Background: an optimization exercise with open tools, aiming at small area and a short achievable clock period. Do not read the settings as production practice. RTL that was checked went through simulation tests only; none was proved equivalent to the original. Power is estimated from default activity; no workload was simulated.

==> run R: inputs <==
## fpga_top
module fpga_top (clk, rstn, addr, we, dx, dw, dt, out);
  input clk;
  input we;
  input [255:0] dx;
  input [255:0] dw;
  input [15:0] dt;
  input [2:0] addr;
  input rstn;
  output out;
  wire [255:0] mm = dx ^ dw;
  wire s1, c2;
  wire s3, c4;
  wire s5, c6;
  wire s7, c8;
  wire s9, c10;
  wire s11, c12;
  wire s13, c14;
  wire s15, c16;
  wire s17, c18;
  wire s19, c20;
  wire s21, c22;
  wire s23, c24;
  wire s25, c26;
  wire s27, c28;
  wire s29, c30;
  wire s31, c32;
  wire s33, c34;
  wire s35, c36;
  wire s37, c38;
  wire s39, c40;
  wire s41, c42;
  wire s43, c44;
  wire s45, c46;
  wire s47, c48;
  wire s49, c50;
  wire s51, c52;
  wire s53, c54;
  wire s55, c56;
  wire s57, c58;
  wire s59, c60;
  wire s61, c62;
  wire s63, c64;
  wire s65, c66;
  wire s67, c68;
  wire s69, c70;
  wire s71, c72;
  wire s73, c74;
  wire s75, c76;
  wire s77, c78;
  wire s79, c80;
  wire s81, c82;
  wire s83, c84;
  wire s85, c86;
  wire s87, c88;
  wire s89, c90;
  wire s91, c92;
  wire s93, c94;
  wire s95, c96;
  wire s97, c98;
  wire s99, c100;
  wire s101, c102;
  wire s103, c104;
  wire s105, c106;
  wire s107, c108;
  wire s109, c110;
  wire s111, c112;
  wire s113, c114;
  wire s115, c116;
  wire s117, c118;
  ...
export LEC_CHECK = 0
export CAP_MARGIN = 20
export CORE_MARGIN = 2
export CORE_UTILIZATION = 40
export CTS_BUF_LIST = sky130_fd_sc_hd__clkbuf_8
export SLEW_MARGIN = 20
create_clock -name core_clock -period 10.0 [get_ports {clk}]
standard.sh (not shown) runs the stock make flow with config.mk's settings and CLKGATE_MAP_FILE= SYNTH_SCRIPT=/design/flow/synth_recipe.tcl, a recipe that flattens the netlist after the stock synthesis.
==> flow/flow/run.sh <==
#!/bin/bash
# The standard layout with three changes:
#  1. after the standard synthesis, invpush.py flips full adders (and xor/xnor
#     gates) to remove most inverters between them (same function, same registers);
#  2. the port buffers are sky130_fd_sc_hd__buf_1;
#  3. timing repair aims at a shorter period (SETUP_SLACK_MARGIN).
set -euo pipefail
MARGIN=${MARGIN:-7}
bash standard.sh synth > flow_synth.log 2>&1
R=orfs/results/sky130hd/fpga_top/base
cp $R/1_2_yosys.v $R/1_2_yosys.standard.v
python3 flow/invpush.py $R/1_2_yosys.standard.v $R/1_2_yosys.v > flow_invpush.log 2>&1
rm -f $R/1_synth.odb $R/1_synth.sdc
bash standard.sh "BUFFER_PORTS_ARGS=-buffer_cell sky130_fd_sc_hd__buf_1" SETUP_SLACK_MARGIN=$MARGIN finish > flow_layout.log 2>&1
Other scripts of this flow, unchanged in this note and not shown: flow/flow/invpush.py
==> run K (differences from run R) <==
--- a/flow/design.v
+++ b/flow/design.v
@@ -257,17 +257,16 @@
   wire s489, c490;
   wire s491, c492;
   wire s493, c494;
   wire s495, c496;
   wire s497, c498;
   wire s499, c500;
   wire s501, c502;
   reg [8:0] p3;
-  reg [15:0] wt1;
   reg wv1; reg [2:0] wa1;
   reg wv2; reg [2:0] wa2;
   reg wv3; reg [2:0] wa3;
   assign s1 = mm[0] ^ mm[1] ^ mm[2];
   assign c2 = (mm[0] & mm[1]) | (mm[0] & mm[2]) | (mm[1] & mm[2]);
   assign s3 = mm[3] ^ mm[4] ^ mm[5];
   assign c4 = (mm[3] & mm[4]) | (mm[3] & mm[5]) | (mm[4] & mm[5]);
   assign s5 = mm[6] ^ mm[7] ^ mm[8];
@@ -904,24 +903,24 @@
     p2[13] <= c480;
     p2[14] <= s481;
     p2[15] <= s483;
     p2[16] <= c482;
     p2[17] <= c484;
     p2[18] <= s485;
     p2[19] <= c486;
     p3 <= pc;
-    wv1 <= we; wa1 <= addr; wt1 <= dt;
+    wv1 <= we; wa1 <= addr;
     wv2 <= wv1; wa2 <= wa1;
     wv3 <= wv2; wa3 <= wa2;
   end
   reg [8:0]  pmem [0:7];
   reg [15:0] tmem [0:7];
   always @(posedge clk) begin
-    if (wv1) tmem[wa1] <= wt1;
+    if (we) tmem[addr] <= dt;
     if (wv3) pmem[wa3] <= p3;
   end
   reg [2:0] R;
   reg fresh;
   reg [8:0] XPp;
   reg [15:0] XPt;
   reg [15:0] Sn;
   reg outr;
==> flow/flow/run.sh (replaced) <==
#!/bin/bash
# The standard layout with three changes:
#  1. after the standard synthesis, invpush.py flips full adders (and xor/xnor
#     gates) to remove most inverters between them (same function, same registers);
#  2. the port buffers are sky130_fd_sc_hd__buf_1;
#  3. timing repair aims at a shorter period (SETUP_SLACK_MARGIN);
#  4. clock tree of clkbuf_8 without dummy loads.
set -euo pipefail
MARGIN=${MARGIN:-7}
bash standard.sh synth > flow_synth.log 2>&1
R=orfs/results/sky130hd/fpga_top/base
cp $R/1_2_yosys.v $R/1_2_yosys.standard.v
python3 flow/invpush.py $R/1_2_yosys.standard.v $R/1_2_yosys.v > flow_invpush.log 2>&1
rm -f $R/1_synth.odb $R/1_synth.sdc
bash standard.sh "BUFFER_PORTS_ARGS=-buffer_cell sky130_fd_sc_hd__buf_1" SETUP_SLACK_MARGIN=$MARGIN "CTS_ARGS=-sink_clustering_enable -repair_clock_nets -dont_use_dummy_load -buf_list sky130_fd_sc_hd__clkbuf_8" finish > flow_layout.log 2>&1
==> flow/config.mk (replaced) <==
export PLATFORM = sky130hd
export DESIGN_NAME = fpga_top
export DESIGN_NICKNAME = fpga_top
export VERILOG_FILES = /design/flow/design.v
export SDC_FILE = /design/flow/constraint.sdc
export NUM_CORES = 4
export LEC_CHECK = 0
export CAP_MARGIN = 20
export CORE_MARGIN = 2
export CORE_UTILIZATION = 40
export SLEW_MARGIN = 20
==> notes.md <==
status=timing/DRC/antenna clean; DR WL/cell=24.55 um; syn_area_per_cell=15.72 um2; clk sinks=406; GP Congestion=0.9422; Clk pwr share=0.137; min-delay src=wa1[0]$_DFF_P_
(the above is from run K)
==> notes.md <==
GP Congestion=0.8885; min-delay src=wa2[0]$_DFF_P_; met3 Use GR=0.08006; Clk pwr share=0.170; status=timing/DRC/antenna clean; Signal buffers=545; syn_area_per_cell=15.85 um2; clk sinks=422; top flop regs=tmem: 128 flops, p1: 115 flops, pmem: 72 flops
(the above is from run R)
For run K, only the layout was checked, not whether the RTL still works.


==> v27 <==
fpga_top again, from the RTL that the note above started with.
==> flow/design.v (excerpt) <==
module fpga_top (clk, rstn, addr, we, dx, dw, dt, out);
  input clk;
  input we;
  input [255:0] dx;
  input [255:0] dw;
  input [15:0] dt;
  input [2:0] addr;
  input rstn;
  output out;
  wire [255:0] mm = dx ^ dw;
  wire s1, c2;
  wire s3, c4;
  wire s5, c6;
  wire s7, c8;
  wire s9, c10;
  wire s11, c12;
  wire s13, c14;
  wire s15, c16;
  wire s17, c18;
  wire s19, c20;
  wire s21, c22;
  wire s23, c24;
  wire s25, c26;
  wire s27, c28;
  wire s29, c30;
  wire s31, c32;
  wire s33, c34;
  wire s35, c36;
  wire s37, c38;
  wire s39, c40;
  wire s41, c42;
  wire s43, c44;
  wire s45, c46;
  wire s47, c48;
  wire s49, c50;
  wire s51, c52;
  wire s53, c54;
  wire s55, c56;
  wire s57, c58;
  wire s59, c60;
  wire s61, c62;
  wire s63, c64;
  wire s65, c66;
  wire s67, c68;
  wire s69, c70;
  wire s71, c72;
  wire s73, c74;
  wire s75, c76;
  wire s77, c78;
  wire s79, c80;
  wire s81, c82;
  wire s83, c84;
  wire s85, c86;
  wire s87, c88;
  wire s89, c90;
  wire s91, c92;
  wire s93, c94;
  wire s95, c96;
  wire s97, c98;
  wire s99, c100;
  wire s101, c102;
  wire s103, c104;
  wire s105, c106;
  wire s107, c108;
  ...
export LEC_CHECK = 0
export CAP_MARGIN = 20
export CORE_MARGIN = 2
export CORE_UTILIZATION = 60
export SLEW_MARGIN = 20
create_clock -name core_clock -period 10.0 [get_ports {clk}]
==> flow/flow/run.sh <==
#!/bin/bash
# The standard layout with three changes:
#  1. after the standard synthesis, invpush.py flips full adders (and xor/xnor
#     gates) to remove most inverters between them (same function, same registers);
#  2. the port buffers are sky130_fd_sc_hd__buf_1;
#  3. timing repair aims at a shorter period (SETUP_SLACK_MARGIN).
set -euo pipefail
MARGIN=${MARGIN:-7}
bash standard.sh synth > flow_synth.log 2>&1
R=orfs/results/sky130hd/fpga_top/base
cp $R/1_2_yosys.v $R/1_2_yosys.standard.v
python3 flow/invpush.py $R/1_2_yosys.standard.v $R/1_2_yosys.v > flow_invpush.log 2>&1
rm -f $R/1_synth.odb $R/1_synth.sdc
bash standard.sh "BUFFER_PORTS_ARGS=-buffer_cell sky130_fd_sc_hd__buf_1" SETUP_SLACK_MARGIN=$MARGIN finish > flow_layout.log 2>&1
==> flow/flow/invpush.py <==
#!/usr/bin/env python3
"""Rewrite a mapped Yosys netlist so that fewer inverters sit between full adders.

A full adder is self-dual: FA(~a,~b,~c) = (~sum, ~cout).  So any sky130 fa cell may be
"flipped": it then computes the complement of its old outputs from the complement of its
old inputs.  This script chooses which full adders to flip so that the fewest signals need
an inverter, removes every inverter of the netlist and adds back one inverter per signal
that still needs its complement.  Registers, ports and all other cells are untouched.

usage: invpush.py IN.v OUT.v
"""
import re, sys, random

src = open(sys.argv[1]).read()
inst_re = re.compile(r'^  (sky130_fd_sc_hd__\w+) (\S+)\s*\((.*?)\n  \);\n', re.S | re.M)
pin_re = re.compile(r'\.(\w+)\(([^()]*?)\)')

insts = []
for m in inst_re.finditer(src):
    typ, name, body = m.group(1), m.group(2), m.group(3)
    pins = [(p, n.strip()) for p, n in pin_re.findall(body)]
    insts.append(dict(typ=typ, name=name, pins=pins, span=m.span()))

OUTPINS = {'X', 'Y', 'Q', 'Q_N', 'SUM', 'COUT', 'HI', 'LO'}
def is_inv(t): return re.fullmatch(r'sky130_fd_sc_hd__(clk)?inv_\d+', t) is not None
def is_fa(t): return re.fullmatch(r'sky130_fd_sc_hd__fa_\d+', t) is not None
def is_x(t): return re.fullmatch(r'sky130_fd_sc_hd__x(n)?or2_\d+', t) is not None
def is_flip(t): return is_fa(t) or is_x(t)

# output ports
outports = set()
for m in re.finditer(r'^\s*output\s+(\[[^\]]*\]\s*)?(\w+);', src, re.M):
    outports.add(m.group(2))
def base(n):
    return re.sub(r'\s*\[\d+\]\s*$', '', n).lstrip('\\').strip()

driver = {}
for i, c in enumerate(insts):
    for p, n in c['pins']:
        if p in OUTPINS:
            driver[n] = (i, p)

inv_of = {}  # net driven by an inverter -> its input net
for c in insts:
    if is_inv(c['typ']):
        d = dict(c['pins'])
        inv_of[d['Y']] = d['A']
# an inverter driving a port stays; keep it simple: refuse
for y in inv_of:
    if base(y) in outports:
        sys.exit('inverter drives an output port: ' + y)

def root(n):
    q = 0
    while n in inv_of:
        n = inv_of[n]; q ^= 1
    return n, q

fas = [i for i, c in enumerate(insts) if is_flip(c['typ'])]
faidx = {i: k for k, i in enumerate(fas)}
x = [0] * len(fas)

# loads: (root, q, fa_k or None)
loads = {}
for i, c in enumerate(insts):
    if is_inv(c['typ']):
        continue
    for p, n in c['pins']:
        if p in OUTPINS or n == '' or n.startswith("1'") or n == 'clk':
            continue
        r, q = root(n)
        loads.setdefault(r, []).append((q, faidx.get(i) if is_fa(c['typ']) else None, i, p))
# output port nets driven through inverters: none (checked)

def drvflip(r):
    d = driver.get(r)
    if d is not None and d[0] in faidx:
        return faidx[d[0]]
    return None

roots = list(loads)
rdrv = {r: drvflip(r) for r in roots}
# roots touching each fa
touch = [[] for _ in fas]
for r in roots:
    s = set()
    if rdrv[r] is not None: s.add(rdrv[r])
    for q, k, i, p in loads[r]:
        if k is not None: s.add(k)
    for k in s: touch[k].append(r)

def cost_root(r):
    d = rdrv[r]
    dp = x[d] if d is not None else 0
    for q, k, i, p in loads[r]:
        e = x[k] if k is not None else 0
        if q ^ e ^ dp:
            return 1
    return 0

def total():
    return sum(cost_root(r) for r in roots)

before = sum(1 for c in insts if is_inv(c['typ']))
best = total()
random.seed(1)
import math
cur = best
bestx = list(x)
T = 2.0
n = len(fas)
iters = 400000
for it in range(iters):
    T = 2.0 * (1 - it / iters) + 0.01
    k = random.randrange(n)
    old = sum(cost_root(r) for r in touch[k])
    x[k] ^= 1
    new = sum(cost_root(r) for r in touch[k])
    dlt = new - old
    if dlt <= 0 or random.random() < math.exp(-dlt / T):
        cur += dlt
        if cur < best:
            best = cur; bestx = list(x)
    else:
        x[k] ^= 1
x[:] = bestx
after = total()

# rewrite
out = []
pos = 0
newinv = []
need = {r for r in roots if cost_root(r)}
invnet = {r: f'_invp{j}_' for j, r in enumerate(sorted(need))}
repl = {}
for i, c in enumerate(insts):
    if is_inv(c['typ']):
        repl[i] = ''
        continue
    changed = False
    pins = []
    for p, n in c['pins']:
        if p in OUTPINS or n == '' or n.startswith("1'") or n == 'clk':
            pins.append((p, n)); continue
        r, q = root(n)
        d = rdrv[r]
        dp = x[d] if d is not None else 0
        e = x[faidx[i]] if (i in faidx and is_fa(c['typ'])) else 0
        nn = invnet[r] if (q ^ e ^ dp) else r
        pins.append((p, nn))
    typ = c['typ']
    if is_x(typ) and x[faidx[i]]:
        # xor2 drives X, xnor2 drives Y
        if 'xnor2' in typ:
            typ = typ.replace('xnor2', 'xor2'); pins = [('X' if p == 'Y' else p, n) for p, n in pins]
        else:
            typ = typ.replace('xor2', 'xnor2'); pins = [('Y' if p == 'X' else p, n) for p, n in pins]
    body = ',\n'.join(f'    .{p}({n} )' if n.startswith('\\') else f'    .{p}({n})' for p, n in pins)
    repl[i] = f"  {typ} {c['name']} (\n{body}\n  );\n"
for r in sorted(need):
    newinv.append(f"  sky130_fd_sc_hd__inv_1 {invnet[r]}cell (\n    .A({r + ' ' if r.startswith(chr(92)) else r}),\n    .Y({invnet[r]})\n  );\n")
for i, c in enumerate(insts):
    a, b = c['span']
    out.append(src[pos:a]); out.append(repl[i]); pos = b
rest = src[pos:]
k = rest.rfind('endmodule')
rest = rest[:k] + ''.join(newinv) + rest[k:]
out.append(rest)
text = ''.join(out)
# declare the new wires
decl = ''.join(f'  wire {invnet[r]};\n' for r in sorted(need))
text = re.sub(r'(\n  output out;\n  wire out;\n)', lambda m: m.group(1) + decl, text, count=1) if decl else text
assert all(f'wire {invnet[r]};' in text for r in need)
open(sys.argv[2], 'w').write(text)
print(f'invpush: {len(fas)} full adders and xors, {sum(x)} flipped; inverters {before} -> {len(need)}', file=sys.stderr)
==> v19: changes against v27 <==
--- a/flow/design.v
+++ b/flow/design.v
@@ -259,13 +259,12 @@
   wire s493, c494;
   wire s495, c496;
   wire s497, c498;
   wire s499, c500;
   wire s501, c502;
   reg [8:0] p3;
-  reg [15:0] wt1;
   reg wv1; reg [2:0] wa1;
   reg wv2; reg [2:0] wa2;
   reg wv3; reg [2:0] wa3;
   assign s1 = mm[0] ^ mm[1] ^ mm[2];
   assign c2 = (mm[0] & mm[1]) | (mm[0] & mm[2]) | (mm[1] & mm[2]);
   assign s3 = mm[3] ^ mm[4] ^ mm[5];
@@ -906,37 +905,48 @@
     p2[15] <= s483;
     p2[16] <= c482;
     p2[17] <= c484;
     p2[18] <= s485;
     p2[19] <= c486;
     p3 <= pc;
-    wv1 <= we; wa1 <= addr; wt1 <= dt;
+    wv1 <= we; wa1 <= addr;
     wv2 <= wv1; wa2 <= wa1;
     wv3 <= wv2; wa3 <= wa2;
   end
   reg [8:0]  pmem [0:7];
   reg [15:0] tmem [0:7];
   always @(posedge clk) begin
-    if (wv1) tmem[wa1] <= wt1;
+    if (we) tmem[addr] <= dt;
     if (wv3) pmem[wa3] <= p3;
   end
-  reg [2:0] R;
+  reg [7:0] Roh;             
+  reg [15:0] tsel;
+  reg [8:0] psel;
+  integer i;
+  always @(*) begin
+    tsel = 16'd0;
+    psel = 9'd0;
+    for (i = 0; i < 8; i = i + 1) begin
+      tsel = tsel | (tmem[i] & {16{Roh[i]}});
+      psel = psel | (pmem[i] & {9{Roh[i]}});
+    end
+  end
   reg fresh;
   reg [8:0] XPp;
   reg [15:0] XPt;
   reg [15:0] Sn;
   reg outr;
-  wire [15:0] XRt = fresh ? tmem[R] : XPt;
+  wire [15:0] XRt = fresh ? tsel : XPt;
   reg XPpend;
-  wire hitP = wv2 && (wa2 == R);
-  wire hitF = wv3 && (wa3 == R);
+  wire hitP = wv2 && Roh[wa2];
+  wire hitF = wv3 && Roh[wa3];
   wire [8:0] XPe = XPpend ? p3 : XPp;
-  wire [8:0] XRp = fresh ? (hitF ? p3 : pmem[R]) : XPe;
+  wire [8:0] XRp = fresh ? (hitF ? p3 : psel) : XPe;
   always @(posedge clk) XPpend <= fresh && hitP;
   always @(posedge clk) begin
-    if (!we) R <= addr;
+    if (!we) Roh <= 8'd1 << addr;
     fresh <= ~we;
     XPp <= XRp;
     XPt <= XRt;
     if (rstn) begin
       Sn <= 16'd0;
       outr <= 1'b0;
==> flow/flow/run.sh (replaced) <==
#!/bin/bash
# The standard layout with three changes:
#  1. after the standard synthesis, invpush.py flips full adders (and xor/xnor
#     gates) to remove most inverters between them (same function, same registers);
#  2. the port buffers are sky130_fd_sc_hd__buf_1;
#  3. timing repair aims at a shorter period (SETUP_SLACK_MARGIN);
#  4. clock tree of clkbuf_8 without dummy loads.
set -euo pipefail
MARGIN=${MARGIN:-7}
bash standard.sh synth > flow_synth.log 2>&1
R=orfs/results/sky130hd/fpga_top/base
cp $R/1_2_yosys.v $R/1_2_yosys.standard.v
python3 flow/invpush.py $R/1_2_yosys.standard.v $R/1_2_yosys.v > flow_invpush.log 2>&1
rm -f $R/1_synth.odb $R/1_synth.sdc
bash standard.sh "BUFFER_PORTS_ARGS=-buffer_cell sky130_fd_sc_hd__buf_1" SETUP_SLACK_MARGIN=$MARGIN "CTS_ARGS=-sink_clustering_enable -repair_clock_nets -dont_use_dummy_load -buf_list sky130_fd_sc_hd__clkbuf_8 -sink_clustering_size 18 -sink_clustering_max_diameter 70" finish > flow_layout.log 2>&1
--- a/flow/flow/invpush.py
+++ b/flow/flow/invpush.py
@@ -130,12 +130,13 @@
 out = []
 pos = 0
 newinv = []
 need = {r for r in roots if cost_root(r)}
 invnet = {r: f'_invp{j}_' for j, r in enumerate(sorted(need))}
 repl = {}
+newc = {}
 for i, c in enumerate(insts):
     if is_inv(c['typ']):
         repl[i] = ''
         continue
     changed = False
     pins = []
@@ -152,14 +153,55 @@
     if is_x(typ) and x[faidx[i]]:
         # xor2 drives X, xnor2 drives Y
         if 'xnor2' in typ:
             typ = typ.replace('xnor2', 'xor2'); pins = [('X' if p == 'Y' else p, n) for p, n in pins]
         else:
             typ = typ.replace('xor2', 'xnor2'); pins = [('Y' if p == 'X' else p, n) for p, n in pins]
+    newc[i] = (typ, pins)
+# Full adders are symmetric in A, B and CIN, and CIN is their fastest input:
+# give each full adder's latest-arriving input to CIN and the earliest to A.
+ndrv = {}
+for i, (typ, pins) in newc.items():
+    for p, n in pins:
+        if p in OUTPINS:
+            ndrv[n] = (i, p)
+for r in need:
+    ndrv[invnet[r]] = ('inv', r)
+DLY = {'SUM': 0.5, 'COUT': 0.42}
+arr = {}
+sys.setrecursionlimit(100000)
+def arrival(n):
+    if n in arr:
+        return arr[n]
+    arr[n] = 0.0
+    d = ndrv.get(n)
+    if d is None:
+        a = 0.0
+    elif d[0] == 'inv':
+        a = arrival(d[1]) + 0.06
+    else:
+        typ, pins = newc[d[0]]
+        if re.search(r'__(e?df|sdf|dl)', typ):
+            a = 0.0
+        else:
+            ins = [arrival(m) for p, m in pins if p not in OUTPINS and m and not m.startswith("1'") and m != 'clk']
+            a = (max(ins) if ins else 0.0) + DLY.get(d[1], 0.25)
+    arr[n] = a
+    return a
+nswap = 0
+for i, (typ, pins) in newc.items():
+    if is_fa(typ):
+        pd = dict(pins)
+        ins = sorted([pd['A'], pd['B'], pd['CIN']], key=arrival)
+        if ins != [pd['A'], pd['B'], pd['CIN']]:
+            nswap += 1
+        pd['A'], pd['B'], pd['CIN'] = ins
+        pins = [(p, pd[p]) for p, n in pins]
     body = ',\n'.join(f'    .{p}({n} )' if n.startswith('\\') else f'    .{p}({n})' for p, n in pins)
-    repl[i] = f"  {typ} {c['name']} (\n{body}\n  );\n"
+    repl[i] = f"  {typ} {insts[i]['name']} (\n{body}\n  );\n"
+print(f'invpush: {nswap} full adders had their inputs reordered', file=sys.stderr)
 for r in sorted(need):
     newinv.append(f"  sky130_fd_sc_hd__inv_1 {invnet[r]}cell (\n    .A({r + ' ' if r.startswith(chr(92)) else r}),\n    .Y({invnet[r]})\n  );\n")
 for i, c in enumerate(insts):
     a, b = c['span']
     out.append(src[pos:a]); out.append(repl[i]); pos = b
 rest = src[pos:]
- ABC_AREA: unset -> 1
- CORE_UTILIZATION: 60 -> 40
==> qor summary <==
	v27	v19
Run status	timing/DRC/antenna clean	timing/DRC/antenna clean
Hold Slack	0.356 ns	0.290 ns
Worst supply voltage drop on vdd	0.461 mV	0.466 mV
Multi-input logic area	11,200 sq um	11,600 sq um
Inverter count of the layout excluding clock inverters	41	97
Global-route wire length before repair	90,300 um	93,900 um
Horizontal die dimension	192 um	235 um
Clock skew	0.0230 ns	0.0883 ns
End of the worst hold path	wv3	wa2[2]
Global-route total usage across every layer	35.5%	23.1%
M2 GR Usage	54.8%	42.6%
Floorplan die area	37,000 sq um	55,000 sq um
Met1 Resource Use GR	46.9%	29.5%
Clock buffers and inverters, area share	6.05%	1.50%
Worst hold start	wv2	wa1[2]
Net count after synthesis	2,167	2,486
Gate power share	53.5%	58.5%
Beginning of the critical path	dx[13]	outr
Data required time at the worst endpoint	10.40 ns	8.00 ns
Sequential-cell power consumption	2610 uW	2530 uW
Routed wire length per instance	27.1 um	22.1 um
Final cell utilization of the core	75.3%	49.0%
Die height	192 um	235 um
Switching power summed over all nets	3560 uW	3210 uW
Met2 WL post-DR	31,500 um	33,900 um
Final layout net count	2,731	3,037

-- port drivers added, routing unchanged --
The flow's constraints put no driver on any port. The routed layouts listed below were extracted and timed again, unchanged, in two steps.
Step 1, drivers: a clkbuf_16 drives clk and a buf_2 each remaining input, both assumed.
Step 2, shift: input delay + t, output delay - t, t = (earliest + latest rising clock arrival at the registers) / 2. This alone moves slack from input paths to output paths.
Three values: ideal, step 1, step 2; two values: the first two.
| run | t (ns) | slack for setup (ns) | hold slack, ns | worst setup path at the end | worst data-port slew with drivers (ns) |
|---|---|---|---|---|---|
| run R | 0.679 | 6.905 / 6.848 / 6.342 | 0.357 / 0.357 / 0.357 | input to register | 0.19 |
| run K | 0.651 | 6.966 / 6.915 / 6.326 | 0.328 / 0.328 / 0.328 | input to register | 0.20 |
| v27 | 0.595 | 6.989 / 6.964 / 6.406 | 0.356 / 0.356 / 0.356 | input to register | 0.19 |
| v19 | 0.653 | 6.927 / 6.874 / 6.391 | 0.290 / 0.290 / 0.290 | input to register | 0.13 |
After both steps every run listed still meets setup and hold. The setup slack of run K, which loses most, moves by -0.051 ns with the drivers and by -0.640 ns with both steps.
